From an optimization exercise on the open Yosys and OpenROAD flow, aimed at small area, a short achievable clock period and few clock cycles; shortcuts taken in it are not production practice.
Only simulation tests tie the RTL to the original design; equivalence was not proved.
Power and IR drop assume default switching activity.

File: design/flow/config.mk
export PLATFORM = sky130hd
export DESIGN_NAME = miniMIPS_Top
export DESIGN_NICKNAME = miniMIPS_Top
export VERILOG_FILES = /design/flow/design.v
export SDC_FILE = /design/flow/constraint.sdc
export NUM_CORES = 4
export LEC_CHECK = 0
export CAP_MARGIN = 20
export CORE_MARGIN = 2
export CORE_UTILIZATION = 40
export SLEW_MARGIN = 20
File: design/flow/constraint.sdc
create_clock -name core_clock -period 9.0 [get_ports {clk}]
set_input_delay 1.8000 -clock core_clock [delete_from_list [all_inputs] [get_ports {clk}]]
set_output_delay 1.8000 -clock core_clock [all_outputs]
set_load 0.01 [all_outputs]
File: design/flow/design.v
module miniMIPS_Top
(
    input  wire         clk,
    input  wire         rst,
    output wire [31: 0] inst_addr,
    input  wire [31: 0] inst_data,
    output wire         data_wen,
    output wire [31: 0] data_addr,
    output wire [31: 0] data_dout,
    input  wire [31: 0] data_din
);
    reg  [31: 0] fpc;            
    reg  [31: 0] d_inst;         
    reg  [31: 0] e_op1;
    reg  [31: 0] e_op2;
    reg  [31: 0] e_aux;          
    reg  [ 4: 0] e_rd;           
    reg          e_wen;
    reg          e_sub;
    reg  [ 1: 0] e_rsel;         
    reg  [ 1: 0] e_lop;          
    reg          e_sltu;
    reg          e_shr;          
    reg          e_sar;          
    reg          e_load;
    reg          e_store;
    reg          e_br;
    reg  [ 1: 0] e_bc;           
    reg          e_jr;
    wire [31: 0] b_in  = e_sub ? ~e_op2 : e_op2;
    wire [33: 0] sum34 = {1'b0, e_op1, 1'b1} + {1'b0, b_in, e_sub};
    wire [32: 0] sum33 = sum34[33:1];
    wire [31: 0] sum   = sum33[31:0];
    wire         slt_s = (e_op1[31] ^ e_op2[31]) ? e_op1[31] : sum[31];
    wire         slt_u = ~sum33[32];
    wire         slt   = e_sltu ? slt_u : slt_s;
    reg  [31: 0] lres;
    always @(*) begin
        case (e_lop)
            2'd0: lres = e_op1 & e_op2;
            2'd1: lres = e_op1 | e_op2;
            2'd2: lres = e_op1 ^ e_op2;
            default: lres = ~(e_op1 | e_op2);
        endcase
    end
    wire [31: 0] sh_in;
    wire [31: 0] sh_out;
    wire [31: 0] sh_r;
    genvar gi;
    generate
        for (gi = 0; gi < 32; gi = gi + 1) begin : g_rev
            assign sh_in[gi]  = e_shr ? e_op2[gi] : e_op2[31-gi];
            assign sh_out[gi] = e_shr ? sh_r[gi]  : sh_r[31-gi];
        end
    endgenerate
    wire         sh_fill = e_sar & e_op2[31];
    wire [63: 0] sh_w    = {{32{sh_fill}}, sh_in} >> e_op1[4:0];
    assign sh_r = sh_w[31:0];
    reg  [31: 0] alu_res;
    always @(*) begin
        case (e_rsel)
            2'd0: alu_res = sum;
            2'd1: alu_res = lres;
            2'd2: alu_res = {31'b0, slt};
            default: alu_res = sh_out;
        endcase
    end
    wire [31: 0] ex_res = e_load ? data_din : alu_res;
    assign data_addr = sum;
    assign data_wen  = e_store;
    assign data_dout = e_aux;
    wire         eq    = (e_op1 == e_op2);
    wire         bcnd  = e_bc[1] ? (e_op1[31] | eq) : eq;
    wire         taken = e_br & (bcnd ^ e_bc[0]);
    wire [31: 0] seq_or_jr = e_jr ? e_op1 : fpc;
    assign inst_addr = taken ? e_aux : seq_or_jr;
    wire [31: 0] pc_inc = inst_addr + 32'd4;
    wire [31: 0] rf [0:31];
    assign rf[0] = 32'b0;
    generate
        for (gi = 1; gi < 32; gi = gi + 1) begin : g_rf
            reg [31: 0] q;
            always @(posedge clk) begin
                if (e_wen && e_rd == gi) q <= ex_res;
            end
            assign rf[gi] = q;
        end
    endgenerate
    wire [ 5: 0] opc   = d_inst[31:26];
    wire [ 4: 0] rs    = d_inst[25:21];
    wire [ 4: 0] rt    = d_inst[20:16];
    wire [ 4: 0] rd    = d_inst[15:11];
    wire [ 4: 0] sa    = d_inst[10: 6];
    wire [ 5: 0] fn    = d_inst[ 5: 0];
    wire [15: 0] imm   = d_inst[15: 0];
    wire         i_mem   = opc[5];                        
    wire         i_ialu  = ~opc[5] & opc[3];              
    wire         i_low   = ~opc[5] & ~opc[3];             
    wire         i_spec  = i_low & ~opc[2] & ~opc[1];     
    wire         i_j     = i_low & ~opc[2] & opc[1];      
    wire         i_jal   = i_j & opc[0];
    wire         i_br    = i_low & opc[2];
    wire         i_load  = i_mem & ~opc[3];
    wire         i_store = i_mem & opc[3];
    wire         r_alu   = fn[5];                         
    wire         r_jr    = ~fn[5] & fn[3];
    wire         r_sh    = ~fn[5] & ~fn[3];
    wire         r_shi   = r_sh & ~fn[2];                 
    reg  [ 4: 0] dst;
    always @(*) begin
        if (i_spec)      dst = r_jr ? 5'd0 : rd;
        else if (i_jal)  dst = 5'd31;
        else if (i_ialu | i_load) dst = rt;
        else             dst = 5'd0;
    end
    reg          c_sub;
    reg  [ 1: 0] c_rsel;
    reg  [ 1: 0] c_lop;
    reg          c_sltu;
    always @(*) begin
        c_sub  = 1'b0;
        c_rsel = 2'd0;
        c_lop  = 2'd0;
        c_sltu = 1'b0;
        if (i_spec) begin
            if (r_sh) c_rsel = 2'd3;
            else if (fn[3]) begin            
                c_sub = 1'b1; c_rsel = 2'd2; c_sltu = fn[0];
            end else if (fn[2]) begin        
                c_rsel = 2'd1; c_lop = fn[1:0];
            end else begin                   
                c_sub = fn[1];
            end
        end else if (i_ialu) begin
            case (opc[2:0])
                3'b010: begin c_sub = 1'b1; c_rsel = 2'd2; end
                3'b011: begin c_sub = 1'b1; c_rsel = 2'd2; c_sltu = 1'b1; end
                3'b100: begin c_rsel = 2'd1; c_lop = 2'd0; end
                3'b101: begin c_rsel = 2'd1; c_lop = 2'd1; end
                3'b110: begin c_rsel = 2'd1; c_lop = 2'd2; end
                3'b111: begin c_rsel = 2'd1; c_lop = 2'd1; end    
                default: ;
            endcase
        end
    end
    wire [31: 0] sext = {{16{imm[15]}}, imm};
    reg  [31: 0] imm32;
    always @(*) begin
        if (i_jal)                                imm32 = 32'b0;
        else if (i_ialu & (opc[2:0] == 3'b111))   imm32 = {imm, 16'b0};
        else if (i_ialu & opc[2])                 imm32 = {16'b0, imm};
        else                                      imm32 = sext;
    end
    wire         use_imm = ~i_low | i_jal;
    wire         use_sa  = i_spec & r_shi;
    wire [31: 0] br_target = fpc + {sext[29:0], 2'b00};
    wire [31: 0] rs_rf = rf[rs];
    wire [31: 0] rt_rf = rf[rt];
    wire         hit_s = e_wen & (e_rd == rs);
    wire         hit_t = e_wen & (e_rd == rt);
    wire [31: 0] op1_o = use_sa ? {27'b0, sa} : (i_jal ? pc_inc : rs_rf);
    wire [31: 0] op2_o = use_imm ? imm32 : rt_rf;
    wire [31: 0] aux_o = i_store ? rt_rf : br_target;
    wire [31: 0] op1_n = (hit_s & ~use_sa & ~i_jal) ? ex_res : op1_o;
    wire [31: 0] op2_n = (hit_t & ~use_imm)          ? ex_res : op2_o;
    wire [31: 0] aux_n = (hit_t & i_store)           ? ex_res : aux_o;
    wire [31: 0] j_target = {fpc[31:28], d_inst[25:0], 2'b00};
    always @(posedge clk, posedge rst) begin
        if (rst) begin
            fpc    <= 32'b0;
            d_inst <= 32'b0;
        end else begin
            fpc    <= i_j ? j_target : pc_inc;
            d_inst <= inst_data;
        end
    end
    always @(posedge clk, posedge rst) begin
        if (rst) begin
            e_rd    <= 5'd0;
            e_wen   <= 1'b0;
            e_load  <= 1'b0;
            e_store <= 1'b0;
            e_br    <= 1'b0;
            e_jr    <= 1'b0;
        end else begin
            e_rd    <= dst;
            e_wen   <= (dst != 5'd0);
            e_load  <= i_load;
            e_store <= i_store;
            e_br    <= i_br;
            e_jr    <= i_spec & r_jr;
        end
    end
    always @(posedge clk) begin
        e_op1  <= op1_n;
        e_op2  <= op2_n;
        e_aux  <= aux_n;
        e_sub  <= c_sub;
        e_rsel <= c_rsel;
        e_lop  <= c_lop;
        e_sltu <= c_sltu;
        e_shr  <= fn[1];
        e_sar  <= fn[0];
        e_bc   <= opc[1:0];
    end
endmodule
File: design/flow/run.sh
#!/bin/bash
# synth_recipe.tcl (not shown) runs the flow's synth.tcl, then flattens the netlist and writes it again
# the make line also repeats each setting of config.mk as NAME=value (left out here)
make -C /OpenROAD-flow-scripts/flow DESIGN_CONFIG=/design/flow/config.mk WORK_HOME=/design/flow/orfs CLKGATE_MAP_FILE= SYNTH_SCRIPT=/design/flow/synth_recipe.tcl finish
==> reports/metrics.csv, run 1 <==
metric,value,unit
outcome,no timing/DRC/antenna violations,
Commonest cells post-synth,"edfxtp_1, a22oi_1, nand2_1",
final instance area,68400,um2
area of the multi-input gates,24500,um2
final hold violations,0,
Worst Path Required,7200,ps
max_cap viols,0,
synth top area cells,"edfxtp_1, a22oi_1, dfxtp_1, nand2_1, dfrtp_1",
vias,54400,
IO Port Bufs,161,
setup TNS,0,ps
Worst Hold Class,reg -> reg,
Leak,0.0240,uW
Setup Buffers After CTS,0,
Slew @ Worst Pin,1300,ps
Netlist cell types,90,
R2R Setup Slk,2170,ps
Max clock buf depth,3,
crit-path max FO,45,
most common cell in the netlist,edfxtp_1,
hold depth,0,
ANT nets after route,0,
skew final,53.3,ps
synth warn,1,
initial antenna violation count,18,
Vias/cell,7.44,
gr ovfl total,0,
Root Driver,clkbuf_16,
hold path startpoint,d_inst[26],
Tmin final,7570,ps
CTS Sinks,1171,
Chip Width,389,um
worst skew pair latency,800,ps
CP bufs+invs,5,
Worst Slack Setup Final,1430,ps
Layout Utilization,0.463,
Layout area overhead,15.2,%
reg-to-reg startpoint,e_op1[0],
Reg-to-Reg End,e_op1[30],
die height,389,um
top cell type's share of synthesized area,0.502,
total track usage,0.392,
syn_area_per_cell,11.5,um2
CTS buffer count,119,
RSZ-0062 raised after global routing,no,
period utilization,0.841,
first-pass GRT wire length,411000,um
full die area,151000,um2
ys flop type,edfxtp_1,
CP cell instances,"buf_4, inv_2, ha_1, nor4_1, nand4_1, o2bb2a_1, mux2_2, buf_4, nor2_1, a21oi_1, inv_1, clkdlybuf4s50_1",
Crit path max-delay family,buffers and inverters,
async set or reset register ratio after synthesis,0.0623,
row count,141,
fill cell count,13300,
Worst EP arrival,5770,ps
CTS H-Tree Depth,3,
Routed wire per std cell,42.0,um
number of flops mapped to enable cells by yosys,992,
CTS tree,yes,
Max Fclk,0.132,GHz
clk slew on worst S/H paths,60,ps
total routed wirelength,307000,um
P per Cell Area,254,nW/um2
r2r worst-path depth,15,
largest net degree at the start of global routing,54,
WHS Endpoint,e_bc[0],
mapped cell area,59300,um2
"Cell Area, Placed",64100,um2
initial core utilization,0.402,
Placed Cells,7066,
biggest cell delay along the critical path,710,ps
DRT iter0 DRCs,11700,
Setup crit end kind,output pin,
Max IR drop VDD,0.173,mV
WS Path Type,reg -> out,
# nets final,5458,
First-pass DRT Iterations,12,
DPL Wire Length,183000,um
Final setup viols,0,
Cells after Synth,5152,
GP Congestion,0.989,
number of synthesized register bits,1171,
CP most frequent cell,buf_4,
post-CTS sizing,0,
register area share after synthesis,0.569,
register area,33700,um2
max-slew violations,0,
Worst slew margin,0.129,
dpl ws,2280,ps
fraction of layout cells with a size suffix above 1,0.118,
drt drc,0,
vias in the first global route,49900,
"Slowest-stage cell, CP",mux2_2,
Core Footprint,147000,um2
CTS Hold Bufs,0,
I/O pin cnt,163,
post-synth top area cell,edfxtp_1,
final non-filler cell total,7315,
CP startpoint kind,flop,
-- cell families after synthesis --
| group | count (synthesis) | synth area share |
|---|---|---|
| and+or+nand+nor | 1343 | 0.104 |
| xor gates and xnor gates | 120 | 0.0177 |
| buffers and inverters | 498 | 0.0324 |
| DFF | 1171 | 0.569 |
| adders and majority gates | 131 | 0.0278 |
| AOI/OAI and AO/OA | 1694 | 0.205 |
| muxes | 195 | 0.0446 |
-- cell type report --
class / count / share of cell area
Inverter: 138 / 0.00760
Clock inverter: 82 / 0.0137
Antenna cell: 22 / 0.000805
Timing Repair Buffer: 348 / 0.0451
Multi-Input combinational cell: 3483 / 0.358
Tap cell: 1930 / 0.0353
Clock buffer: 141 / 0.0455
Sequential cell: 1171 / 0.494
-- report_power, final --
group	switching (uW)	internal [uW]	leakage [uW]	total, uW
Clock	2300	2940	0.00193	5240
Combinational	3300	1660	0.0114	4970
Sequential	398	6740	0.0107	7140
Total	6000	11300	0.0240	17300
-- through the flow --
stage | hold slack, ps | power [uW]
6_report | 456 | 17300
5_1_grt | 502 | 17700
4_1_cts | 455 | 17000
3_5_place_dp | 429 | 11900
3_3_place_gp | 442 | 11900
2_1_floorplan | 383 | 9640
-- state kept, by name, summed over array words and instances, names as in the netlist --
signal   count
d_inst      31
e_aux       32
e_bc         2
e_br         1
e_jr         1
e_load       1
e_lop        2
e_op1       32
e_op2       32
e_rd         5
e_rsel       2
e_sar        1
e_shr        1
e_sltu       1
e_store      1
e_sub        1
e_wen        1
fpc         32
g_rf.q     992
-- placed cells by master, fill, tap and decap left out, drive strengths merged, types with 23 or more instances in the layout --
cell type	Yosys	final
edfxtp	992	992
a22oi	878	878
nand2	517	517
nor2	325	325
a21oi	203	203
buf	78	187
o21ai	184	184
clkdlybuf4s50	0	161
inv	138	141
clkbuf	282	141
nand3	130	130
ha	130	130
dfxtp	106	106
mux2i	86	86
dfrtp	73	73
nor3	72	72
xor2	69	69
nor4	64	64
a222oi	63	63
o211ai	61	61
mux2	60	60
xnor2	51	51
mux4	49	49
clkinv	0	48
nand4	42	42
and3	41	41
a211oi	36	36
o21a	25	25
a21o	24	24
a221o	24	24
nand2b	23	23
o22ai	23	23
-- per-layer routing --
layer / global-route usage / share of wire / wire length, um / vias to the layer above
met5: 0.00638 / 0.00061 / 187 / -
met4: 0.266 / 0.090 / 27600 / 18
met3: 0.195 / 0.18 / 56400 / 1611
met2: 0.542 / 0.40 / 121000 / 5944
met1: 0.477 / 0.33 / 102000 / 26200
li1: - / - / - / 20600
-- worst reg2reg max path, cell delays in order, from the launching register on --
cell and delay, ps:
dfxtp_2 310, buf_4 450, inv_2 450, ha_1 420, nor4_1 670, nand4_1 160
o2bb2a_1 400, mux2_2 560, o21ai_0 630, ha_1 420, or4b_2 670, mux2i_1 460
o21a_1 380, nand3_1 160, xnor2_1 240, a221o_1 330
-- worst max-delay path by stage --
stage | startpoint | end | slack [ps] | depth (start not counted)
2_1_floorplan | e_op1[4] | e_op1[24] | 3550 | 19
6_report | e_op1[0] | inst_addr[12] | 1430 | 12
3_3_place_gp | e_op1[0] | inst_addr[16] | 2340 | 12
3_5_place_dp | e_op1[0] | inst_addr[12] | 2280 | 12
4_1_cts | e_op1[0] | inst_addr[12] | 1460 | 12
5_1_grt | e_op1[0] | inst_addr[12] | 1150 | 12
Testbench counts, summed over its fixed seeds: cycles 53,830.
==> inputs of run 2 (changes only) <==
--- a/design/flow/design.v
+++ b/design/flow/design.v
@@ -11,11 +11,16 @@
 );
     reg  [31: 0] fpc;            
     reg  [31: 0] d_inst;         
+    reg  [31: 0] d_rs;           
+    reg  [31: 0] d_rt;
+    reg          d_hs;           
+    reg          d_ht;
     reg  [31: 0] e_op1;
     reg  [31: 0] e_op2;
     reg  [31: 0] e_aux;          
-    reg  [ 4: 0] e_rd;           
-    reg          e_wen;
+    reg  [31: 0] e_addr;         
+    reg  [ 4: 0] e_rd;
+    reg          e_wen;          
     reg          e_sub;
     reg  [ 1: 0] e_rsel;         
     reg  [ 1: 0] e_lop;          
@@ -24,9 +29,9 @@
     reg          e_sar;          
     reg          e_load;
     reg          e_store;
-    reg          e_br;
+    reg          e_br;           
     reg  [ 1: 0] e_bc;           
-    reg          e_jr;
+    reg          e_pred;         
     wire [31: 0] b_in  = e_sub ? ~e_op2 : e_op2;
     wire [33: 0] sum34 = {1'b0, e_op1, 1'b1} + {1'b0, b_in, e_sub};
     wire [32: 0] sum33 = sum34[33:1];
@@ -66,15 +71,13 @@
         endcase
     end
     wire [31: 0] ex_res = e_load ? data_din : alu_res;
-    assign data_addr = sum;
+    assign inst_addr = fpc;
+    assign data_addr = e_addr;
     assign data_wen  = e_store;
     assign data_dout = e_aux;
-    wire         eq    = (e_op1 == e_op2);
-    wire         bcnd  = e_bc[1] ? (e_op1[31] | eq) : eq;
-    wire         taken = e_br & (bcnd ^ e_bc[0]);
-    wire [31: 0] seq_or_jr = e_jr ? e_op1 : fpc;
-    assign inst_addr = taken ? e_aux : seq_or_jr;
-    wire [31: 0] pc_inc = inst_addr + 32'd4;
+    wire         eq_e   = (e_op1 == e_op2);
+    wire         cnd_e  = (e_bc[1] ? (e_op1[31] | eq_e) : eq_e) ^ e_bc[0];
+    wire         miss   = e_br & (cnd_e ^ e_pred);
     wire [31: 0] rf [0:31];
     assign rf[0] = 32'b0;
     generate
@@ -102,10 +105,10 @@
     wire         i_br    = i_low & opc[2];
     wire         i_load  = i_mem & ~opc[3];
     wire         i_store = i_mem & opc[3];
-    wire         r_alu   = fn[5];                         
     wire         r_jr    = ~fn[5] & fn[3];
     wire         r_sh    = ~fn[5] & ~fn[3];
     wire         r_shi   = r_sh & ~fn[2];                 
+    wire         i_jr    = i_spec & r_jr;
     reg  [ 4: 0] dst;
     always @(*) begin
         if (i_spec)      dst = r_jr ? 5'd0 : rd;
@@ -153,25 +156,64 @@
     end
     wire         use_imm = ~i_low | i_jal;
     wire         use_sa  = i_spec & r_shi;
+    wire [31: 0] rs_rf = d_rs;
+    wire [31: 0] rt_rf = d_rt;
+    wire         hit_s = d_hs;           
+    wire         hit_t = d_ht;
+    wire [31: 0] rs_v  = hit_s ? ex_res : rs_rf;
+    wire [31: 0] rt_v  = hit_t ? ex_res : rt_rf;
+    wire [31: 0] pc_inc    = fpc + 32'd4;
     wire [31: 0] br_target = fpc + {sext[29:0], 2'b00};
-    wire [31: 0] rs_rf = rf[rs];
-    wire [31: 0] rt_rf = rf[rt];
-    wire         hit_s = e_wen & (e_rd == rs);
-    wire         hit_t = e_wen & (e_rd == rt);
+    wire [31: 0] j_target  = {fpc[31:28], d_inst[25:0], 2'b00};
+    wire         stall   = i_mem & hit_s;
+    wire         bubble  = stall | miss;
+    wire [31: 0] addr_n  = rs_rf + sext;
+    wire [31: 0] bs      = (hit_s & e_load) ? data_din : rs_rf;
+    wire [31: 0] bt      = (hit_t & e_load) ? data_din : rt_rf;
+    wire         eq_d    = (bs == bt);
+    wire         cnd_d   = (opc[1] ? (bs[31] | eq_d) : eq_d) ^ opc[0];
+    wire         dep_alu = ((hit_s | (hit_t & ~opc[1])) & ~e_load);
+    wire         pred    = imm[15];                       
+    wire         tk_d    = dep_alu ? pred : cnd_d;
     wire [31: 0] op1_o = use_sa ? {27'b0, sa} : (i_jal ? pc_inc : rs_rf);
     wire [31: 0] op2_o = use_imm ? imm32 : rt_rf;
-    wire [31: 0] aux_o = i_store ? rt_rf : br_target;
     wire [31: 0] op1_n = (hit_s & ~use_sa & ~i_jal) ? ex_res : op1_o;
     wire [31: 0] op2_n = (hit_t & ~use_imm)          ? ex_res : op2_o;
-    wire [31: 0] aux_n = (hit_t & i_store)           ? ex_res : aux_o;
-    wire [31: 0] j_target = {fpc[31:28], d_inst[25:0], 2'b00};
+    wire [31: 0] aux_n = i_store ? rt_v : (pred ? pc_inc : br_target);
+    reg  [31: 0] fpc_n;
+    always @(*) begin
+        if (miss)                 fpc_n = e_aux;
+        else if (stall)           fpc_n = fpc;
+        else if (i_jr)            fpc_n = rs_v;
+        else if (i_j)             fpc_n = j_target;
+        else if (i_br & tk_d)     fpc_n = br_target;
+        else                      fpc_n = pc_inc;
+    end
+    wire [ 4: 0] f_rs   = inst_data[25:21];
+    wire [ 4: 0] f_rt   = inst_data[20:16];
+    wire [31: 0] f_rs_v = (e_wen & (e_rd == f_rs)) ? ex_res : rf[f_rs];
+    wire [31: 0] f_rt_v = (e_wen & (e_rd == f_rt)) ? ex_res : rf[f_rt];
+    always @(posedge clk) begin
+        if (stall) begin
+            d_rs <= rs_v;
+            d_rt <= rt_v;
+        end else begin
+            d_rs <= f_rs_v;
+            d_rt <= f_rt_v;
+        end
+    end
     always @(posedge clk, posedge rst) begin
         if (rst) begin
             fpc    <= 32'b0;
             d_inst <= 32'b0;
+            d_hs   <= 1'b0;
+            d_ht   <= 1'b0;
         end else begin
-            fpc    <= i_j ? j_target : pc_inc;
-            d_inst <= inst_data;
+            fpc    <= fpc_n;
+            d_hs   <= ~bubble & (dst != 5'd0) & (dst == f_rs);
+            d_ht   <= ~bubble & (dst != 5'd0) & (dst == f_rt);
+            if (miss)        d_inst <= 32'b0;
+            else if (!stall) d_inst <= inst_data;
         end
     end
     always @(posedge clk, posedge rst) begin
@@ -181,20 +223,19 @@
             e_load  <= 1'b0;
             e_store <= 1'b0;
             e_br    <= 1'b0;
-            e_jr    <= 1'b0;
         end else begin
             e_rd    <= dst;
-            e_wen   <= (dst != 5'd0);
-            e_load  <= i_load;
-            e_store <= i_store;
-            e_br    <= i_br;
-            e_jr    <= i_spec & r_jr;
+            e_wen   <= (dst != 5'd0) & ~stall;
+            e_load  <= i_load & ~stall;
+            e_store <= i_store & ~stall;
+            e_br    <= i_br & dep_alu;
         end
     end
     always @(posedge clk) begin
         e_op1  <= op1_n;
         e_op2  <= op2_n;
         e_aux  <= aux_n;
+        e_addr <= addr_n;
         e_sub  <= c_sub;
         e_rsel <= c_rsel;
         e_lop  <= c_lop;
@@ -202,5 +243,6 @@
         e_shr  <= fn[1];
         e_sar  <= fn[0];
         e_bc   <= opc[1:0];
+        e_pred <= pred;
     end
 endmodule
--- a/design/flow/config.mk
+++ b/design/flow/config.mk
@@ -7,5 +7,6 @@
 export LEC_CHECK = 0
 export CAP_MARGIN = 20
 export CORE_MARGIN = 2
-export CORE_UTILIZATION = 40
+export CORE_UTILIZATION = 50
+export SETUP_SLACK_MARGIN = 5
 export SLEW_MARGIN = 20
==> reports/metrics.csv, run 2 <==
metric,value,unit
Clk pwr share,0.262,
post-synth top area cell,edfxtp_1,
Vias/cell,7.75,
Routed wire per std cell,43.1,um
Internal,14100,uW
ys flop type,edfxtp_1,
Worst Path Required,9640,ps
Max IR drop VDD,0.219,mV
Net Sw Frac,0.371,
met3 wire length,54600,um
final hold violations,0,
synth top area cells,"edfxtp_1, dfxtp_1, a22oi_1, a221oi_1, a22o_1",
post-synthesis compound-gate area fraction,0.213,
Leak,0.0277,uW
total routed wirelength,336000,um
Max clock buf depth,3,
GP Congestion,1.03,
largest net degree at the start of global routing,75,
gr ovfl total,0,
"leading cell type in the layout, fill and taps excluded",edfxtp_1,
number of flops mapped to enable cells by yosys,992,
Synth Area in Simple Gates,0.0917,
outcome,no timing/DRC/antenna violations,
skew final,36.1,ps
period utilization,0.460,
WHS,495,ps
register area share after synthesis,0.549,
Worst Hold Class,reg -> reg,
Tmin final,4140,ps
drt drc,0,
Max Fclk,0.241,GHz
row count,132,
WS Path Type,reg -> reg,
Chip Width,365,um
max-slew violations,0,
vias,60400,
Slew @ Worst Pin,1190,ps
Adder-Cell Fraction of Synth Area,0.0320,
share of power burned in combinational logic,0.356,
dpl ws,2940,ps
mapped cell area,65000,um2
Top reg by flops,g_rf.q,
crit-path max FO,17,
top cell type's share of synthesized area,0.458,
CTS buffer count,136,
Largest register FFs,992,
Core Footprint,129000,um2
Reg power frac,0.383,
First-pass DRT Iterations,11,
CTS H-Tree Depth,4,
post-synthesis xor/xnor area fraction,0.0334,
Worst Slack Setup Final,4860,ps
CTS Sinks,1269,
P per Cell Area,285,nW/um2
synth warn,1,
CP startpoint kind,flop,
DPL Wire Length,193000,um
Setup crit end kind,flop,
die height,365,um
Layout area overhead,20.6,%
Worst EP arrival,4780,ps
clk slew on worst S/H paths,60,ps
initial antenna violation count,27,
ANT nets after route,0,
post-synthesis mux area share,0.0476,
Netlist cell types,92,
async set or reset register ratio after synthesis,0.0583,
vias in the first global route,55700,
DRT met1 WL,107000,um
DRT iter0 DRCs,12300,
P_sw,8280,uW
Final setup viols,0,
met2 wire len,135000,um
worst skew pair latency,800,ps
Worst slew margin,0.205,
Cells after Synth,5629,
I/O pin cnt,163,
# nets final,6150,
CTS tree,yes,
Commonest cells post-synth,"edfxtp_1, a22oi_1, nand2_1",
syn_area_per_cell,11.6,um2
max_cap viols,0,
fraction of layout cells with a size suffix above 1,0.185,
CTS Hold Bufs,0,
first-pass GRT wire length,450000,um
setup TNS,0,ps
initial core utilization,0.503,
number of synthesized register bits,1269,
IO Port Bufs,161,
most frequent cells in the layout,"edfxtp_1, a22oi_1, nand2_1",
most common cell in the netlist,edfxtp_1,
DR top layer,met5,
full die area,133000,um2
RSZ-0062 raised after global routing,yes,
largest family of logic cells by synthesized area,compound AO/OA/AOI/OAI gates,
total track usage,0.492,
fill cell count,10400,
Root Driver,clkbuf_16,
## run 2: changes by cell type in the layout (fill, tap and decap cells not counted), moves of 77 or more
cell / change
nand2_1: -170
a22o_1: +232
a22oi_1: -455
a221oi_1: +249
o21ai_0: +81
nand3_1: +77
buf_4: +89
## run 2: worst max-delay path, stage by stage, from the launching register on
cell and delay (ps):
dfxtp_4 410, buf_4 170, buf_12 120, buf_16 170, xor2_1 150, ha_1 370
and2_1 290, or3b_1 390, a31o_4 260, a21boi_4 200, a31oi_1 130, xnor2_1 180
a211oi_4 510, a21oi_4 120, buf_12 180, a221oi_4 280, a21oi_2 40
## run 2: kinds of logic (layout without fill, tap and decap cells)
family	Yosys count	count (layout)
compound gates	1894	1896
xor+xnor	248	248
fa+ha+maj	165	165
buf+inv	552	942
flops	1269	1269
mux	219	219
other cells	0	24
simple gates	1282	1283
## run 2: worst paths after layout
| kind | from | to | slack [ps] | cells after the start |
|---|---|---|---|---|
| max in group asynchronous | rst | d_inst[2] | 6440 | 3 |
| setup / recovery | e_sub | d_rt[26] | 4860 | 16 |
| min in group asynchronous | rst | e_store | 1250 | 2 |
| hold reg to reg | e_aux[7] | fpc[7] | 490 | 2 |
| setup reg to reg | e_sub | d_rt[26] | 4860 | 16 |
| hold / removal | e_aux[7] | fpc[7] | 490 | 2 |
## run 2: through the flow
step	total power (uW)	cells	cell area [um2]	utilization
after global routing	22800	7774	78400	0.606
after global placement	14900	7325	69700	0.539
after floorplan	12000	5629	65200	-
final	22300	7788	78400	0.606
after detailed placement	15000	7326	69700	0.539
after CTS	21300	7688	76800	0.594
## run 2: power groups by stage
stage	registers (uW)	logic, uW	clock network (uW)
after detailed placement	8610	6360	0
final	8550	7960	5840
after global placement	8610	6290	0
after CTS	8480	7040	5820
after global routing	8550	8260	6040
after floorplan	8280	3740	0
## run 2: final cells by class
class	count	area [um2]	share of cell area
multi-input combinational	3811	29700	0.379
sequential	1269	35800	0.456
clock inverter	67	851	0.0109
timing repair inverter	6	45.0	0.000575
inverter	152	594	0.00758
tap	1742	2180	0.0278
antenna	24	60.1	0.000766
clock buffer	174	3720	0.0475
timing repair buffer	543	5470	0.0698
## run 2: per-layer routing
layer / vias to the layer above / GRT usage
met4: 28 / 0.415
li1: 23000 / -
met1: 28800 / 0.574
met2: 6370 / 0.699
met5: - / 0.0200
met3: 2107 / 0.206
## run 2: repair_timing
item / in CTS / in global routing
resized for setup: 381 / 261
gates cloned: 15 / 11
pin swaps: 62 / 72
endpoints found under the setup margin: 951 / 441
buffers inserted: 106 / 65
Testbench counts of run 2, summed over its fixed seeds: cycles 55,170.
==> inputs of run 3 (changes only) <==
--- a/design/flow/design.v
+++ b/design/flow/design.v
@@ -17,12 +17,18 @@
     reg          d_ht;
     reg  [31: 0] e_op1;
     reg  [31: 0] e_op2;
-    reg  [31: 0] e_aux;          
     reg  [31: 0] e_addr;         
     reg  [ 4: 0] e_rd;
     reg          e_wen;          
     reg          e_sub;
-    reg  [ 1: 0] e_rsel;         
+    reg          e_ssum;         
+    reg          e_slog;         
+    reg          e_sslt;         
+    reg          e_ssh;          
+    reg  [ 4: 0] e_sa;           
+    reg          w_en;           
+    reg  [ 4: 0] w_rd;
+    reg  [31: 0] w_res;
     reg  [ 1: 0] e_lop;          
     reg          e_sltu;
     reg          e_shr;          
@@ -59,22 +65,17 @@
         end
     endgenerate
     wire         sh_fill = e_sar & e_op2[31];
-    wire [63: 0] sh_w    = {{32{sh_fill}}, sh_in} >> e_op1[4:0];
+    wire [63: 0] sh_w    = {{32{sh_fill}}, sh_in} >> e_sa;
     assign sh_r = sh_w[31:0];
-    reg  [31: 0] alu_res;
-    always @(*) begin
-        case (e_rsel)
-            2'd0: alu_res = sum;
-            2'd1: alu_res = lres;
-            2'd2: alu_res = {31'b0, slt};
-            default: alu_res = sh_out;
-        endcase
-    end
-    wire [31: 0] ex_res = e_load ? data_din : alu_res;
+    wire [31: 0] ex_res = ({32{e_ssum}} & sum)
+                        | ({32{e_slog}} & lres)
+                        | {31'b0, e_sslt & slt}
+                        | ({32{e_ssh}}  & sh_out)
+                        | ({32{e_load}} & data_din);
     assign inst_addr = fpc;
     assign data_addr = e_addr;
     assign data_wen  = e_store;
-    assign data_dout = e_aux;
+    assign data_dout = e_op2;
     wire         eq_e   = (e_op1 == e_op2);
     wire         cnd_e  = (e_bc[1] ? (e_op1[31] | eq_e) : eq_e) ^ e_bc[0];
     wire         miss   = e_br & (cnd_e ^ e_pred);
@@ -84,7 +85,7 @@
         for (gi = 1; gi < 32; gi = gi + 1) begin : g_rf
             reg [31: 0] q;
             always @(posedge clk) begin
-                if (e_wen && e_rd == gi) q <= ex_res;
+                if (w_en && w_rd == gi) q <= w_res;
             end
             assign rf[gi] = q;
         end
@@ -154,7 +155,7 @@
         else if (i_ialu & opc[2])                 imm32 = {16'b0, imm};
         else                                      imm32 = sext;
     end
-    wire         use_imm = ~i_low | i_jal;
+    wire         use_imm = i_ialu | i_load | i_jal;
     wire         use_sa  = i_spec & r_shi;
     wire [31: 0] rs_rf = d_rs;
     wire [31: 0] rt_rf = d_rt;
@@ -168,21 +169,19 @@
     wire         stall   = i_mem & hit_s;
     wire         bubble  = stall | miss;
     wire [31: 0] addr_n  = rs_rf + sext;
-    wire [31: 0] bs      = (hit_s & e_load) ? data_din : rs_rf;
-    wire [31: 0] bt      = (hit_t & e_load) ? data_din : rt_rf;
-    wire         eq_d    = (bs == bt);
-    wire         cnd_d   = (opc[1] ? (bs[31] | eq_d) : eq_d) ^ opc[0];
-    wire         dep_alu = ((hit_s | (hit_t & ~opc[1])) & ~e_load);
+    wire         eq_d    = (rs_rf == rt_rf);
+    wire         cnd_d   = (opc[1] ? (rs_rf[31] | eq_d) : eq_d) ^ opc[0];
+    wire         dep_alu = hit_s | (hit_t & ~opc[1]);
     wire         pred    = imm[15];                       
     wire         tk_d    = dep_alu ? pred : cnd_d;
     wire [31: 0] op1_o = use_sa ? {27'b0, sa} : (i_jal ? pc_inc : rs_rf);
     wire [31: 0] op2_o = use_imm ? imm32 : rt_rf;
     wire [31: 0] op1_n = (hit_s & ~use_sa & ~i_jal) ? ex_res : op1_o;
     wire [31: 0] op2_n = (hit_t & ~use_imm)          ? ex_res : op2_o;
-    wire [31: 0] aux_n = i_store ? rt_v : (pred ? pc_inc : br_target);
+    wire [31: 0] ea_n  = i_br ? (pred ? pc_inc : br_target) : addr_n;
     reg  [31: 0] fpc_n;
     always @(*) begin
-        if (miss)                 fpc_n = e_aux;
+        if (miss)                 fpc_n = e_addr;
         else if (stall)           fpc_n = fpc;
         else if (i_jr)            fpc_n = rs_v;
         else if (i_j)             fpc_n = j_target;
@@ -191,8 +190,10 @@
     end
     wire [ 4: 0] f_rs   = inst_data[25:21];
     wire [ 4: 0] f_rt   = inst_data[20:16];
-    wire [31: 0] f_rs_v = (e_wen & (e_rd == f_rs)) ? ex_res : rf[f_rs];
-    wire [31: 0] f_rt_v = (e_wen & (e_rd == f_rt)) ? ex_res : rf[f_rt];
+    wire [31: 0] f_rs_v = (e_wen & (e_rd == f_rs)) ? ex_res :
+                          (w_en  & (w_rd == f_rs)) ? w_res  : rf[f_rs];
+    wire [31: 0] f_rt_v = (e_wen & (e_rd == f_rt)) ? ex_res :
+                          (w_en  & (w_rd == f_rt)) ? w_res  : rf[f_rt];
     always @(posedge clk) begin
         if (stall) begin
             d_rs <= rs_v;
@@ -209,7 +210,7 @@
             d_hs   <= 1'b0;
             d_ht   <= 1'b0;
         end else begin
-            fpc    <= fpc_n;
+            fpc    <= {fpc_n[31:2], 2'b00};
             d_hs   <= ~bubble & (dst != 5'd0) & (dst == f_rs);
             d_ht   <= ~bubble & (dst != 5'd0) & (dst == f_rt);
             if (miss)        d_inst <= 32'b0;
@@ -231,13 +232,26 @@
             e_br    <= i_br & dep_alu;
         end
     end
+    always @(posedge clk, posedge rst) begin
+        if (rst) begin
+            w_en <= 1'b0;
+            w_rd <= 5'd0;
+        end else begin
+            w_en <= e_wen;
+            w_rd <= e_rd;
+        end
+    end
     always @(posedge clk) begin
+        w_res  <= ex_res;
         e_op1  <= op1_n;
         e_op2  <= op2_n;
-        e_aux  <= aux_n;
-        e_addr <= addr_n;
+        e_addr <= ea_n;
         e_sub  <= c_sub;
-        e_rsel <= c_rsel;
+        e_ssum <= (c_rsel == 2'd0) & ~i_load;
+        e_slog <= (c_rsel == 2'd1);
+        e_sslt <= (c_rsel == 2'd2);
+        e_ssh  <= (c_rsel == 2'd3);
+        e_sa   <= (c_rsel == 2'd3) ? op1_n[4:0] : 5'd0;
         e_lop  <= c_lop;
         e_sltu <= c_sltu;
         e_shr  <= fn[1];
--- a/design/flow/config.mk
+++ b/design/flow/config.mk
@@ -7,6 +7,6 @@
 export LEC_CHECK = 0
 export CAP_MARGIN = 20
 export CORE_MARGIN = 2
-export CORE_UTILIZATION = 50
+export CORE_UTILIZATION = 45
 export SETUP_SLACK_MARGIN = 5
 export SLEW_MARGIN = 20
==> reports/metrics.csv, run 3 <==
metric,value,unit
outcome,no timing/DRC/antenna violations,
gr ovfl total,0,
Chip Width,388,um
Final setup viols,0,
Netlist cell types,93,
fill cell count,12500,
final hold violations,0,
ANT nets after route,0,
Cells after Synth,5688,
clk slew on worst S/H paths,60,ps
I/O pin cnt,163,
DRT iter0 DRCs,11700,
number of synthesized register bits,1280,
Worst EP arrival,4780,ps
post-synth top area cell,edfxtp_1,
total routed wirelength,329000,um
max_cap viols,0,
# nets final,6053,
CTS buffer count,137,
top cell type's share of synthesized area,0.465,
CTS Sinks,1280,
row count,140,
CP startpoint kind,input port,
final non-filler cell total,7846,
ys flop type,edfxtp_1,
most common cell in the netlist,edfxtp_1,
initial antenna violation count,11,
initial core utilization,0.454,
"leading cell type in the layout, fill and taps excluded",edfxtp_1,
max-slew violations,0,
vias in the first global route,56000,
Leak,0.0270,uW
WS Path Type,in -> reg,
CTS H-Tree Depth,4,
first-pass GRT wire length,449000,um
skew final,48.1,ps
synth top area cells,"edfxtp_1, a22oi_1, dfxtp_1, a221oi_1, ha_1",
full die area,150000,um2
Worst Hold Class,reg -> reg,
DPL Wire Length,193000,um
RSZ-0062 raised after global routing,yes,
Worst slew margin,0.169,
crit-path max FO,22,
Root Driver,clkbuf_16,
largest net degree at the start of global routing,82,
Commonest cells post-synth,"edfxtp_1, a22oi_1, clkbuf_1",
Core Footprint,146000,um2
Vias/cell,7.60,
Setup crit end kind,flop,
CTS tree,yes,
CTS Hold Bufs,0,
Max clock buf depth,3,
Tmin final,4140,ps
Placed Cells,7517,
vias,59700,
number of flops mapped to enable cells by yosys,1026,
P per Cell Area,279,nW/um2
period utilization,0.460,
Layout area overhead,16.5,%
mapped cell area,66200,um2
fraction of layout cells with a size suffix above 1,0.151,
register area share after synthesis,0.548,
Largest register FFs,992,
IO Port Bufs,159,
synth warn,1,
Top reg by flops,g_rf.q,
GP Congestion,1.00,
Max IR drop VDD,0.176,mV
First-pass DRT Iterations,10,
most frequent cells in the layout,"edfxtp_1, a22oi_1, nand3_1",
Routed wire per std cell,41.9,um
Max Fclk,0.241,GHz
Worst Path Required,9640,ps
worst skew pair latency,800,ps
drt drc,0,
async set or reset register ratio after synthesis,0.0609,
syn_area_per_cell,11.6,um2
total track usage,0.425,
Slew @ Worst Pin,1240,ps
setup TNS,0,ps
die height,388,um
run 3: cell count changes in the layout (fill, tap and decap cells not counted), sizes merged, moves of 46 or more:
cell / before / now
xor2: 146 / 100
nand4: 88 / 33
buf: 388 / 278
or4: 16 / 67
a22oi: 425 / 554
a22o: 250 / 199
nand3: 210 / 329
nor2: 348 / 281
o21ai: 284 / 216
run 3: path summary, 6_finish.rpt:
path	slack, ps	to	cells past startpoint	from
worst max-delay path	4860	d_rs[14]	11	inst_data[24]
worst min-delay path	420	w_en	0	e_wen
worst max register to register	4990	fpc[9]	9	e_sa[2]
worst min register to register	420	w_en	0	e_wen
max in group asynchronous	6380	d_inst[15]	3	rst
min in group asynchronous	1390	w_rd[1]	2	rst
run 3: kinds of logic after synthesis:
logic type | synth area share
muxes | 0.0459
xor gates and xnor gates | 0.0269
buffers and inverters | 0.0359
AOI/OAI and AO/OA | 0.217
other | 0.000113
adders and majority gates | 0.0327
and+or+nand+nor | 0.0936
DFF | 0.548
run 3: per-layer routing:
layer  vias up  wire length (um)  global-route usage
met1     28800            112000               0.530
met3      1694             52200               0.165
met4        16             28100               0.272
li1      23100                 -                   -
met5         -               297                   0
met2      6058            136000               0.615
run 3: final cells by class:
type / instances / area [um2] / area share
timing repair buffer: 428 / 4080 / 0.0529
sequential: 1280 / 36400 / 0.471
clock buffer: 192 / 3880 / 0.0503
clock inverter: 56 / 639 / 0.00829
antenna: 5 / 12.5 / 0.000162
inverter: 165 / 624 / 0.00809
tap: 1917 / 2400 / 0.0311
multi-input combinational: 3803 / 29100 / 0.378
run 3: per-stage QoR:
| stage | hold WS, ps | power (uW) | util | instance area, um2 | setup WS (ps) |
|---|---|---|---|---|---|
| 6_report | 421 | 21500 | 0.529 | 77100 | 4860 |
| 2_1_floorplan | 345 | 12100 | - | 66400 | 5010 |
| 3_5_place_dp | 405 | 15200 | 0.485 | 70700 | 2720 |
| 5_1_grt | 427 | 22100 | 0.529 | 77100 | 4880 |
| 4_1_cts | 405 | 21100 | 0.523 | 76300 | 4890 |
| 3_3_place_gp | 426 | 15200 | 0.485 | 70700 | 2740 |
run 3: worst max-delay path, cell delays in order:
cell and delay [ps]:
buf_4 240, nand3b_1 220, buf_4 190, nor2_4 150, buf_6 310, a22o_1 280, a221oi_1 200, nand3_1 130
or4_1 660, a221oi_2 430, a21oi_1 90
run 3: power by group:
group	leakage, uW	internal (uW)	total (uW)	switching (uW)
sequential	0.0118	7710	9280	1570
clock	0.00219	3270	5780	2510
combinational	0.0131	2430	6480	4050
total	0.0270	13400	21500	8130
run 3: repair_timing:
action	4_1_cts	5_1_grt
setup buffers	40	35
pin swaps	17	18
resized for setup	225	119
gates cloned	1	0
endpoints found under the setup margin	192	104
Testbench counts of run 3, summed over its fixed seeds: cycles 55,394.
==> inputs of run 4 (changes only) <==
--- a/design/flow/design.v
+++ b/design/flow/design.v
@@ -38,11 +38,10 @@
     reg          e_br;           
     reg  [ 1: 0] e_bc;           
     reg          e_pred;         
-    wire [31: 0] b_in  = e_sub ? ~e_op2 : e_op2;
-    wire [33: 0] sum34 = {1'b0, e_op1, 1'b1} + {1'b0, b_in, e_sub};
+    wire [33: 0] sum34 = {1'b0, e_op1, 1'b1} + {1'b0, e_op2, e_sub};
     wire [32: 0] sum33 = sum34[33:1];
     wire [31: 0] sum   = sum33[31:0];
-    wire         slt_s = (e_op1[31] ^ e_op2[31]) ? e_op1[31] : sum[31];
+    wire         slt_s = (e_op1[31] ^ ~e_op2[31]) ? e_op1[31] : sum[31];
     wire         slt_u = ~sum33[32];
     wire         slt   = e_sltu ? slt_u : slt_s;
     reg  [31: 0] lres;
@@ -175,9 +174,9 @@
     wire         pred    = imm[15];                       
     wire         tk_d    = dep_alu ? pred : cnd_d;
     wire [31: 0] op1_o = use_sa ? {27'b0, sa} : (i_jal ? pc_inc : rs_rf);
-    wire [31: 0] op2_o = use_imm ? imm32 : rt_rf;
+    wire [31: 0] op2_o = (use_imm ? imm32 : rt_rf) ^ {32{c_sub}};
     wire [31: 0] op1_n = (hit_s & ~use_sa & ~i_jal) ? ex_res : op1_o;
-    wire [31: 0] op2_n = (hit_t & ~use_imm)          ? ex_res : op2_o;
+    wire [31: 0] op2_n = (hit_t & ~use_imm)          ? (ex_res ^ {32{c_sub}}) : op2_o;
     wire [31: 0] ea_n  = i_br ? (pred ? pc_inc : br_target) : addr_n;
     reg  [31: 0] fpc_n;
     always @(*) begin
==> reports/metrics.csv, run 4 <==
metric,value,unit
register area share after synthesis,0.559,
syn_area_per_cell,11.7,um2
worst skew pair latency,810,ps
full die area,147000,um2
Internal,13700,uW
skew final,55.3,ps
"Slowest-stage cell, CP",or4_4,
area of the multi-input gates,28000,um2
CTS H-Tree Depth,4,
Slew @ Worst Pin,1230,ps
CTS Sinks,1280,
Core Footprint,143000,um2
crit-path max FO,17,
gr ovfl total,0,
Routed wire per std cell,40.8,um
period utilization,0.456,
Cells after Synth,5565,
CTS buffer count,135,
Final setup viols,0,
initial antenna violation count,13,
Worst Path Required,9630,ps
Max clock buf depth,3,
mapped cell area,64900,um2
CTS Hold Bufs,0,
final hold violations,0,
biggest cell delay along the critical path,620,ps
Clk pwr share,0.274,
setup TNS,0,ps
WHS,446,ps
Leak,0.0261,uW
share of power burned in combinational logic,0.307,
Worst slew margin,0.181,
First-pass DRT Iterations,11,
Tmin final,4100,ps
row count,139,
R2R Setup Slk,5040,ps
crit path from,inst_data[22],
path length in cells of the critical path,11,
P per Cell Area,287,nW/um2
Largest register FFs,992,
vias in the first global route,53700,
die height,384,um
DPL Wire Length,181000,um
top cell type's share of synthesized area,0.475,
Crit path max-delay family,simple AND/OR/NAND/NOR gates,
post-synth top area cell,edfxtp_1,
r2r worst-path depth,21,
CTS tree,yes,
vias,58100,
DRT iter0 DRCs,11900,
Netlist cell types,92,
number of synthesized register bits,1280,
Setup crit end kind,flop,
number of flops mapped to enable cells by yosys,1026,
Placed Cells,7371,
max-slew violations,0,
P_sw,8060,uW
CP bufs+invs,3,
CP cell instances,"buf_4, or3b_4, nor2_4, buf_4, buf_8, a22o_1, a221oi_1, nand3_1, or4_4, a221oi_1, a21oi_1",
initial core utilization,0.453,
Max IR drop VDD,0.199,mV
final non-filler cell total,7708,
register area,36400,um2
Root Driver,clkbuf_16,
Net Sw Frac,0.370,
most common cell in the netlist,edfxtp_1,
Commonest cells post-synth,"edfxtp_1, a22oi_1, clkbuf_1",
async set or reset register ratio after synthesis,0.0609,
RSZ-0062 raised after global routing,yes,
GP Congestion,0.995,
reg-to-reg startpoint,e_op1[6],
Max Fclk,0.244,GHz
total routed wirelength,315000,um
largest net degree at the start of global routing,95,
first-pass GRT wire length,426000,um
I/O pin cnt,163,
Chip Width,384,um
# nets final,5887,
Top reg by flops,g_rf.q,
CP startpoint kind,input port,
outcome,no timing/DRC/antenna violations,
synth top area cells,"edfxtp_1, a22oi_1, dfxtp_1, a221oi_1, dfrtp_1",
fraction of layout cells with a size suffix above 1,0.154,
max_cap viols,0,
Worst EP arrival,4740,ps
fill cell count,12400,
Layout area overhead,17.1,%
Critical Path Sink,d_rs[21],
Vias/cell,7.54,
ys flop type,edfxtp_1,
WS Path Type,in -> reg,
Reg power frac,0.419,
clk slew on worst S/H paths,60,ps
total power,21800,uW
IO Port Bufs,159,
"leading cell type in the layout, fill and taps excluded",edfxtp_1,
drt drc,0,
total track usage,0.414,
synth warn,1,
ANT nets after route,0,
Worst Hold Class,reg -> reg,
most frequent cells in the layout,"edfxtp_1, a22oi_1, nand2_1",
[run 4: cell count changes after synthesis, sizes merged, moves of 28 or more]
cell,change
ha,-41
xor2,-40
o21ai,+28
a21oi,+28
xnor2,+29
[run 4: what timing repair did]
action / 4_1_cts / 5_1_grt
resized for setup: 266 / 151
pin swaps: 23 / 27
buffers inserted: 60 / 23
endpoints found under the setup margin: 194 / 102
[run 4: cells by family after synthesis]
| kind of cell | after synthesis | synth area share |
|---|---|---|
| compound gates | 1944 | 0.219 |
| flops | 1280 | 0.559 |
| simple gates | 1254 | 0.0928 |
| buf+inv | 584 | 0.0350 |
| xor+xnor | 190 | 0.0256 |
| mux | 178 | 0.0426 |
| fa+ha+maj | 133 | 0.0261 |
| other cells | 2 | 0.000116 |
[run 4: layout make-up]
class | instances | area share
sequential | 1280 | 0.479
multi-input combinational | 3703 | 0.368
timing repair buffer | 394 | 0.0500
antenna | 12 | 0.000395
clock inverter | 78 | 0.0146
clock buffer | 164 | 0.0472
inverter | 174 | 0.00861
tap | 1903 | 0.0313
[run 4: per-stage QoR]
| step | utilization | area, um2 | worst slack, ps |
|---|---|---|---|
| 2_1_floorplan | - | 65100 | 4980 |
| 3_3_place_gp | 0.483 | 69200 | 2660 |
| 3_5_place_dp | 0.483 | 69200 | 2650 |
| 4_1_cts | 0.525 | 75200 | 4880 |
| 5_1_grt | 0.530 | 75900 | 4910 |
| 6_report | 0.530 | 76000 | 4900 |
[run 4: metal layers]
metal / share of wire / up-vias / GRT usage
met3: 0.17 / 1683 / 0.184
met2: 0.41 / 5859 / 0.593
met4: 0.088 / 18 / 0.269
met1: 0.34 / 28000 / 0.506
met5: 0.00065 / - / 0.000325
li1: - / 22500 / -
[run 4: power by group through the flow]
stage | Combinational [uW] | Clock [uW] | Sequential (uW)
2_1_floorplan | 3380 | 0 | 8640
3_3_place_gp | 5840 | 0 | 9170
3_5_place_dp | 5860 | 0 | 9190
4_1_cts | 6250 | 5970 | 9030
5_1_grt | 7000 | 6190 | 9150
6_report | 6690 | 5980 | 9120
[run 4: worst min-delay path by stage]
stage	startpoint	endpoint	slack (ps)	depth (start not counted)
4_1_cts	e_wen	w_en	440	0
6_report	e_wen	w_en	450	0
2_1_floorplan	e_wen	w_en	370	0
3_3_place_gp	e_wen	w_en	430	0
5_1_grt	e_wen	w_en	460	0
3_5_place_dp	e_wen	w_en	410	0
Testbench counts of run 4, summed over its fixed seeds: cycles 55,394.
==> inputs of run 5 (changes only) <==
--- a/design/flow/design.v
+++ b/design/flow/design.v
@@ -15,6 +15,8 @@
     reg  [31: 0] d_rt;
     reg          d_hs;           
     reg          d_ht;
+    reg          d_ws;           
+    reg          d_wt;
     reg  [31: 0] e_op1;
     reg  [31: 0] e_op2;
     reg  [31: 0] e_addr;         
@@ -39,11 +41,9 @@
     reg  [ 1: 0] e_bc;           
     reg          e_pred;         
     wire [33: 0] sum34 = {1'b0, e_op1, 1'b1} + {1'b0, e_op2, e_sub};
-    wire [32: 0] sum33 = sum34[33:1];
-    wire [31: 0] sum   = sum33[31:0];
-    wire         slt_s = (e_op1[31] ^ ~e_op2[31]) ? e_op1[31] : sum[31];
-    wire         slt_u = ~sum33[32];
-    wire         slt   = e_sltu ? slt_u : slt_s;
+    wire [31: 0] sum   = sum34[32:1];
+    wire         b31   = ~e_op2[31];
+    wire         slt   = (e_op1[31] ^ b31) ? (e_sltu ? b31 : e_op1[31]) : sum[31];
     reg  [31: 0] lres;
     always @(*) begin
         case (e_lop)
@@ -156,8 +156,8 @@
     end
     wire         use_imm = i_ialu | i_load | i_jal;
     wire         use_sa  = i_spec & r_shi;
-    wire [31: 0] rs_rf = d_rs;
-    wire [31: 0] rt_rf = d_rt;
+    wire [31: 0] rs_rf = d_ws ? w_res : d_rs;
+    wire [31: 0] rt_rf = d_wt ? w_res : d_rt;
     wire         hit_s = d_hs;           
     wire         hit_t = d_ht;
     wire [31: 0] rs_v  = hit_s ? ex_res : rs_rf;
@@ -189,14 +189,12 @@
     end
     wire [ 4: 0] f_rs   = inst_data[25:21];
     wire [ 4: 0] f_rt   = inst_data[20:16];
-    wire [31: 0] f_rs_v = (e_wen & (e_rd == f_rs)) ? ex_res :
-                          (w_en  & (w_rd == f_rs)) ? w_res  : rf[f_rs];
-    wire [31: 0] f_rt_v = (e_wen & (e_rd == f_rt)) ? ex_res :
-                          (w_en  & (w_rd == f_rt)) ? w_res  : rf[f_rt];
+    wire [31: 0] f_rs_v = (w_en & (w_rd == f_rs)) ? w_res : rf[f_rs];
+    wire [31: 0] f_rt_v = (w_en & (w_rd == f_rt)) ? w_res : rf[f_rt];
     always @(posedge clk) begin
         if (stall) begin
-            d_rs <= rs_v;
-            d_rt <= rt_v;
+            d_rs <= rs_rf;
+            d_rt <= rt_rf;
         end else begin
             d_rs <= f_rs_v;
             d_rt <= f_rt_v;
@@ -208,10 +206,19 @@
             d_inst <= 32'b0;
             d_hs   <= 1'b0;
             d_ht   <= 1'b0;
+            d_ws   <= 1'b0;
+            d_wt   <= 1'b0;
         end else begin
             fpc    <= {fpc_n[31:2], 2'b00};
             d_hs   <= ~bubble & (dst != 5'd0) & (dst == f_rs);
             d_ht   <= ~bubble & (dst != 5'd0) & (dst == f_rt);
+            if (stall) begin                 
+                d_ws <= d_hs;
+                d_wt <= d_ht;
+            end else begin
+                d_ws <= ~miss & e_wen & (e_rd == f_rs);
+                d_wt <= ~miss & e_wen & (e_rd == f_rt);
+            end
             if (miss)        d_inst <= 32'b0;
             else if (!stall) d_inst <= inst_data;
         end
==> reports/metrics.csv, run 5 <==
metric,value,unit
Setup crit end kind,flop,
CTS H-Tree Depth,4,
Worst EP arrival,4920,ps
share of power burned in combinational logic,0.328,
post-synth top area cell,edfxtp_1,
"leading cell type in the layout, fill and taps excluded",edfxtp_1,
synth warn,1,
Worst Path Required,9640,ps
WHS Endpoint,w_en,
fill cell count,12500,
area of the multi-input gates,28700,um2
setup TNS,0,ps
R2R Setup Slk,5000,ps
WS Path Type,in -> reg,
P per Cell Area,278,nW/um2
initial core utilization,0.452,
# nets final,5976,
I/O pin cnt,163,
Largest register FFs,992,
RSZ-0062 raised after global routing,yes,
vias,58900,
Reg power frac,0.405,
top cell type's share of synthesized area,0.454,
DRT iter0 DRCs,11400,
hold depth,0,
ys flop type,edfxtp_1,
crit-path max FO,12,
Cells after Synth,5603,
async set or reset register ratio after synthesis,0.0624,
Net Sw Frac,0.376,
first-pass GRT wire length,437000,um
most common cell in the netlist,edfxtp_1,
total track usage,0.424,
Max IR drop VDD,0.187,mV
synth top area cells,"edfxtp_1, dfxtp_1, a221oi_1, a22o_1, dfrtp_1",
Clk pwr share,0.267,
Final setup viols,0,
Layout area overhead,16.1,%
WHS,411,ps
Root Driver,clkbuf_16,
Max Fclk,0.234,GHz
full die area,149000,um2
row count,140,
Routed wire per std cell,41.4,um
Tmin final,4280,ps
r2r worst-path depth,12,
Commonest cells post-synth,"edfxtp_1, a221oi_1, a22o_1",
Top reg by flops,g_rf.q,
period utilization,0.476,
register area,36100,um2
CTS tree,yes,
hold path startpoint,e_wen,
Slew @ Worst Pin,1230,ps
number of synthesized register bits,1282,
drt drc,0,
die height,386,um
CTS Sinks,1282,
syn_area_per_cell,11.7,um2
IO Port Bufs,159,
final hold violations,0,
First-pass DRT Iterations,14,
largest net degree at the start of global routing,96,
mapped cell area,65600,um2
reg-to-reg startpoint,e_op2[21],
max-slew violations,0,
initial antenna violation count,17,
register area share after synthesis,0.549,
DPL Wire Length,188000,um
fraction of layout cells with a size suffix above 1,0.153,
worst skew pair latency,810,ps
clk slew on worst S/H paths,60,ps
skew final,40.9,ps
total routed wirelength,323000,um
CTS buffer count,135,
Reg-to-Reg End,fpc[30],
gr ovfl total,0,
Netlist cell types,92,
Chip Width,386,um
P_sw,7960,uW
most frequent cells in the layout,"edfxtp_1, a221oi_1, a22o_1",
Worst Hold Class,reg -> reg,
Core Footprint,145000,um2
max_cap viols,0,
vias in the first global route,55000,
Vias/cell,7.54,
Internal,13200,uW
outcome,no timing/DRC/antenna violations,
Max clock buf depth,3,
CP startpoint kind,input port,
ANT nets after route,0,
GP Congestion,0.977,
Worst slew margin,0.178,
CTS Hold Bufs,0,
Leak,0.0263,uW
number of flops mapped to enable cells by yosys,992,
-- run 5: changes by cell type after synthesis, sizes merged, moves of 37 or more --
cell,previous run,this run
a22oi,539,189
xor2,60,104
nand4,32,121
a21oi,300,256
a22o,199,382
nand3,312,137
a221oi,274,403
or4,67,14
nand2,323,360
nor2,286,326
o21ai,244,299
mux2,23,62
-- run 5: area by class of cell --
cell class / count / share of cell area
sequential: 1282 / 0.473
multi-input combinational: 3761 / 0.376
timing repair buffer: 442 / 0.0534
clock buffer: 161 / 0.0468
tap: 1917 / 0.0315
clock inverter: 84 / 0.0106
inverter: 155 / 0.00770
antenna: 4 / 0.000131
timing repair inverter: 1 / 0.0000657
-- run 5: critical path, stage by stage --
cell	delay, ps
clkdlybuf4s50_1	490
buf_8	210
nor2_1	100
nand2_2	310
nor2_4	90
buf_12	160
buf_4	230
a221oi_1	350
nand3_1	110
or4_4	650
a221oi_4	310
a21oi_1	70
-- run 5: worst max path at each step --
stage                  start       end  slack, ps  cells after the start
2_1_floorplan  inst_data[20]  d_rt[26]       4940                     11
3_3_place_gp   inst_data[25]   d_rs[1]       2810                     10
3_5_place_dp   inst_data[25]   d_rs[1]       2780                     10
6_report       inst_data[22]   d_rs[1]       4720                     12
4_1_cts        inst_data[22]   d_rs[1]       4790                     13
5_1_grt        inst_data[22]   d_rs[1]       4810                     11
-- run 5: routing by layer --
layer  part of all wire  global-route usage  vias up  wire [um]
met5            0.00084             0.00292        -        270
met4               0.10               0.310       26      32500
met3               0.16               0.184     1945      52000
met2               0.41               0.615     5909     133000
met1               0.33               0.498    28100     105000
li1                   -                   -    22900          -
-- run 5: power groups by stage --
stage | Clock (uW) | Combinational, uW | Sequential [uW]
after CTS | 5640 | 6590 | 8530
after global placement | 0 | 6410 | 8630
final | 5660 | 6950 | 8590
after floorplan | 0 | 3430 | 8650
after global routing | 5890 | 7270 | 8620
after detailed placement | 0 | 6460 | 8640
-- run 5: repair_timing --
item                                    in CTS  in global routing
gates resized for setup                    179                 99
cloned                                       4                  2
pin swaps                                   34                 10
buffers inserted                            75                 13
endpoints found under the setup margin     167                105
endpoints found under the hold margin        0                  0
-- run 5: metrics by stage --
stage          setup WS (ps)  std cells  instance area, um2   util  total power (uW)
2_1_floorplan           4940       5604               65600      -             12100
3_3_place_gp            2810       7462               70100  0.482             15000
6_report                4720       7807               76200  0.525             21200
3_5_place_dp            2780       7464               70100  0.483             15100
4_1_cts                 4790       7788               75700  0.521             20800
5_1_grt                 4810       7803               76200  0.525             21800
-- run 5: cell families after synthesis --
group / count (synthesis) / synth area share
buf+inv: 566 / 0.0360
fa+ha+maj: 132 / 0.0255
simple gates: 1198 / 0.0860
mux: 229 / 0.0502
flops: 1282 / 0.549
compound gates: 1955 / 0.222
other cells: 1 / 0.0000572
xor+xnor: 240 / 0.0320
Testbench counts of run 5, summed over its fixed seeds: cycles 55,394.
==> inputs of run 6 (changes only) <==
--- a/design/flow/design.v
+++ b/design/flow/design.v
@@ -17,6 +17,8 @@
     reg          d_ht;
     reg          d_ws;           
     reg          d_wt;
+    reg          d_vs;           
+    reg          d_vt;           
     reg  [31: 0] e_op1;
     reg  [31: 0] e_op2;
     reg  [31: 0] e_addr;         
@@ -31,6 +33,7 @@
     reg          w_en;           
     reg  [ 4: 0] w_rd;
     reg  [31: 0] w_res;
+    reg  [31: 0] v_res;          
     reg  [ 1: 0] e_lop;          
     reg          e_sltu;
     reg          e_shr;          
@@ -156,8 +159,8 @@
     end
     wire         use_imm = i_ialu | i_load | i_jal;
     wire         use_sa  = i_spec & r_shi;
-    wire [31: 0] rs_rf = d_ws ? w_res : d_rs;
-    wire [31: 0] rt_rf = d_wt ? w_res : d_rt;
+    wire [31: 0] rs_rf = d_ws ? w_res : (d_vs ? v_res : d_rs);
+    wire [31: 0] rt_rf = d_wt ? w_res : (d_vt ? v_res : d_rt);
     wire         hit_s = d_hs;           
     wire         hit_t = d_ht;
     wire [31: 0] rs_v  = hit_s ? ex_res : rs_rf;
@@ -165,9 +168,9 @@
     wire [31: 0] pc_inc    = fpc + 32'd4;
     wire [31: 0] br_target = fpc + {sext[29:0], 2'b00};
     wire [31: 0] j_target  = {fpc[31:28], d_inst[25:0], 2'b00};
-    wire         stall   = i_mem & hit_s;
+    wire         stall   = i_mem & (hit_s | d_ws | d_vs);
     wire         bubble  = stall | miss;
-    wire [31: 0] addr_n  = rs_rf + sext;
+    wire [31: 0] addr_n  = d_rs + sext;
     wire         eq_d    = (rs_rf == rt_rf);
     wire         cnd_d   = (opc[1] ? (rs_rf[31] | eq_d) : eq_d) ^ opc[0];
     wire         dep_alu = hit_s | (hit_t & ~opc[1]);
@@ -189,12 +192,12 @@
     end
     wire [ 4: 0] f_rs   = inst_data[25:21];
     wire [ 4: 0] f_rt   = inst_data[20:16];
-    wire [31: 0] f_rs_v = (w_en & (w_rd == f_rs)) ? w_res : rf[f_rs];
-    wire [31: 0] f_rt_v = (w_en & (w_rd == f_rt)) ? w_res : rf[f_rt];
+    wire [31: 0] f_rs_v = rf[f_rs];
+    wire [31: 0] f_rt_v = rf[f_rt];
     always @(posedge clk) begin
         if (stall) begin
-            d_rs <= rs_rf;
-            d_rt <= rt_rf;
+            d_rs <= rs_v;
+            d_rt <= rt_v;
         end else begin
             d_rs <= f_rs_v;
             d_rt <= f_rt_v;
@@ -208,16 +211,22 @@
             d_ht   <= 1'b0;
             d_ws   <= 1'b0;
             d_wt   <= 1'b0;
+            d_vs   <= 1'b0;
+            d_vt   <= 1'b0;
         end else begin
             fpc    <= {fpc_n[31:2], 2'b00};
             d_hs   <= ~bubble & (dst != 5'd0) & (dst == f_rs);
             d_ht   <= ~bubble & (dst != 5'd0) & (dst == f_rt);
             if (stall) begin                 
-                d_ws <= d_hs;
-                d_wt <= d_ht;
+                d_ws <= 1'b0;
+                d_wt <= 1'b0;
+                d_vs <= 1'b0;
+                d_vt <= 1'b0;
             end else begin
                 d_ws <= ~miss & e_wen & (e_rd == f_rs);
                 d_wt <= ~miss & e_wen & (e_rd == f_rt);
+                d_vs <= ~miss & w_en & (w_rd == f_rs);
+                d_vt <= ~miss & w_en & (w_rd == f_rt);
             end
             if (miss)        d_inst <= 32'b0;
             else if (!stall) d_inst <= inst_data;
@@ -249,6 +258,7 @@
     end
     always @(posedge clk) begin
         w_res  <= ex_res;
+        v_res  <= w_res;
         e_op1  <= op1_n;
         e_op2  <= op2_n;
         e_addr <= ea_n;
==> reports/metrics.csv, run 6 <==
metric,value,unit
async set or reset register ratio after synthesis,0.0623,
top cell type's share of synthesized area,0.453,
max_cap viols,0,
Chip Width,386,um
Layout Utilization,0.530,
WHS,399,ps
mapped cell area,65700,um2
CTS H-Tree Depth,4,
period utilization,0.468,
First-pass DRT Iterations,11,
worst skew pair latency,850,ps
Netlist cell types,87,
clk slew on worst S/H paths,60,ps
setup TNS,0,ps
Reg-to-Reg End,e_sa[2],
fraction of layout cells with a size suffix above 1,0.159,
Internal,14900,uW
R2R Setup Slk,4930,ps
Routed wire per std cell,40.8,um
number of flops mapped to enable cells by yosys,992,
drt drc,0,
WHS Endpoint,w_en,
largest net degree at the start of global routing,65,
# nets final,5992,
final hold violations,0,
syn_area_per_cell,11.7,um2
P per Cell Area,324,nW/um2
post-synthesis xor/xnor area fraction,0.0255,
ys flop type,edfxtp_1,
vias,58500,
DRT iter0 DRCs,11500,
"leading cell type in the layout, fill and taps excluded",edfxtp_1,
initial antenna violation count,16,
Max IR drop VDD,0.209,mV
WS Path Type,in -> reg,
CTS buffer count,139,
CTS tree,yes,
Cells after Synth,5610,
share of power burned in combinational logic,0.366,
Max Fclk,0.237,GHz
gr ovfl total,0,
GP Congestion,1.01,
Synth Area in Simple Gates,0.0875,
Max clock buf depth,3,
Reg power frac,0.388,
Layout area overhead,17.2,%
CTS Sinks,1316,
initial core utilization,0.452,
Worst Path Required,9740,ps
Worst EP arrival,4950,ps
Slew @ Worst Pin,1320,ps
max-slew violations,0,
Setup crit end kind,flop,
hold path startpoint,e_wen,
Largest register FFs,992,
full die area,149000,um2
Leak,0.0269,uW
RSZ-0062 raised after global routing,yes,
post-synth top area cell,edfxtp_1,
Adder-Cell Fraction of Synth Area,0.0255,
Clk pwr share,0.245,
register area share after synthesis,0.558,
Worst slew margin,0.119,
CP startpoint kind,input port,
crit-path max FO,14,
outcome,no timing/DRC/antenna violations,
synth top area cells,"edfxtp_1, dfxtp_1, a22o_1, a221oi_1, a22oi_1",
most frequent cells in the layout,"edfxtp_1, nand2_1, a22oi_1",
die height,386,um
Tmin final,4210,ps
Worst Hold Class,reg -> reg,
run 6: cell count changes after synthesis, sizes merged, moves of 36 or more:
cell,previous run,this run
a22oi,189,342
a221oi,403,304
a22o,382,306
nand3,137,208
mux2i,98,141
a31oi,65,27
a21oi,256,219
nor2,326,290
run 6: layer usage:
| metal | global-route usage | part of all wire |
|---|---|---|
| met1 | 0.510 | 0.34 |
| met5 | 0.00195 | 0.00050 |
| met4 | 0.298 | 0.096 |
| met2 | 0.592 | 0.40 |
| met3 | 0.181 | 0.17 |
run 6: through the flow:
stage,power [uW],worst slack (ps),instances
final,24900,4790,7833
after global routing,25600,4950,7825
after CTS,24300,4900,7791
after detailed placement,18000,2880,7487
after global placement,18000,2890,7487
after floorplan,14000,5090,5611
run 6: final cells by class:
class	instances	area (um2)	area share
timing repair buffer	449	4100	0.0532
sequential	1316	36800	0.477
inverter	155	588	0.00764
clock inverter	83	1080	0.0140
tap	1917	2400	0.0311
clock buffer	172	3730	0.0484
multi-input combinational	3733	28300	0.368
antenna	8	20.0	0.000260
run 6: cells by family after synthesis:
| kind of cell | after synthesis |
|---|---|
| buf+inv | 565 |
| simple gates | 1237 |
| xor+xnor | 191 |
| other cells | 1 |
| mux | 280 |
| fa+ha+maj | 132 |
| compound gates | 1888 |
| flops | 1316 |
run 6: critical path, cell delays in order:
cell and delay [ps]:
clkdlybuf4s15_2 440, or3_1 660, nor2_4 550, buf_4 380, buf_4 420, a22o_1 190
a221oi_1 50, nand4_1 190, nor3_1 120, o22ai_1 100
run 6: worst max-delay path by stage:
| stage | startpoint | endpoint |
|---|---|---|
| 2_1_floorplan | rst | d_hs |
| 3_3_place_gp | inst_data[25] | d_rs[19] |
| 3_5_place_dp | inst_data[25] | d_rs[19] |
| 4_1_cts | e_sa[0] | e_op1[17] |
| 5_1_grt | d_vs | fpc[25] |
| 6_report | inst_data[22] | d_rs[25] |
run 6: timing repair:
item / 4_1_cts / 5_1_grt
resized for setup: 172 / 73
gates cloned: 3 / 1
buffers inserted: 46 / 33
setup endpoints to repair: 160 / 103
pin swaps: 26 / 27
run 6: power groups by stage:
stage | sequential [uW] | combinational, uW | clock (uW)
6_report | 9680 | 9130 | 6120
3_3_place_gp | 9660 | 8300 | 0
3_5_place_dp | 9680 | 8360 | 0
2_1_floorplan | 9190 | 4790 | 0
5_1_grt | 9700 | 9540 | 6340
4_1_cts | 9570 | 8650 | 6080
Testbench counts of run 6, summed over its fixed seeds: cycles 55,394.

Check on run 6: ideal ports give 4.788 ns setup slack; a clkbuf_16 on the clock port and buf_2 on the inputs give 4.827 ns; moving port delays by the midpoint clock arrival (0.899 ns) as well gives 3.927 ns.
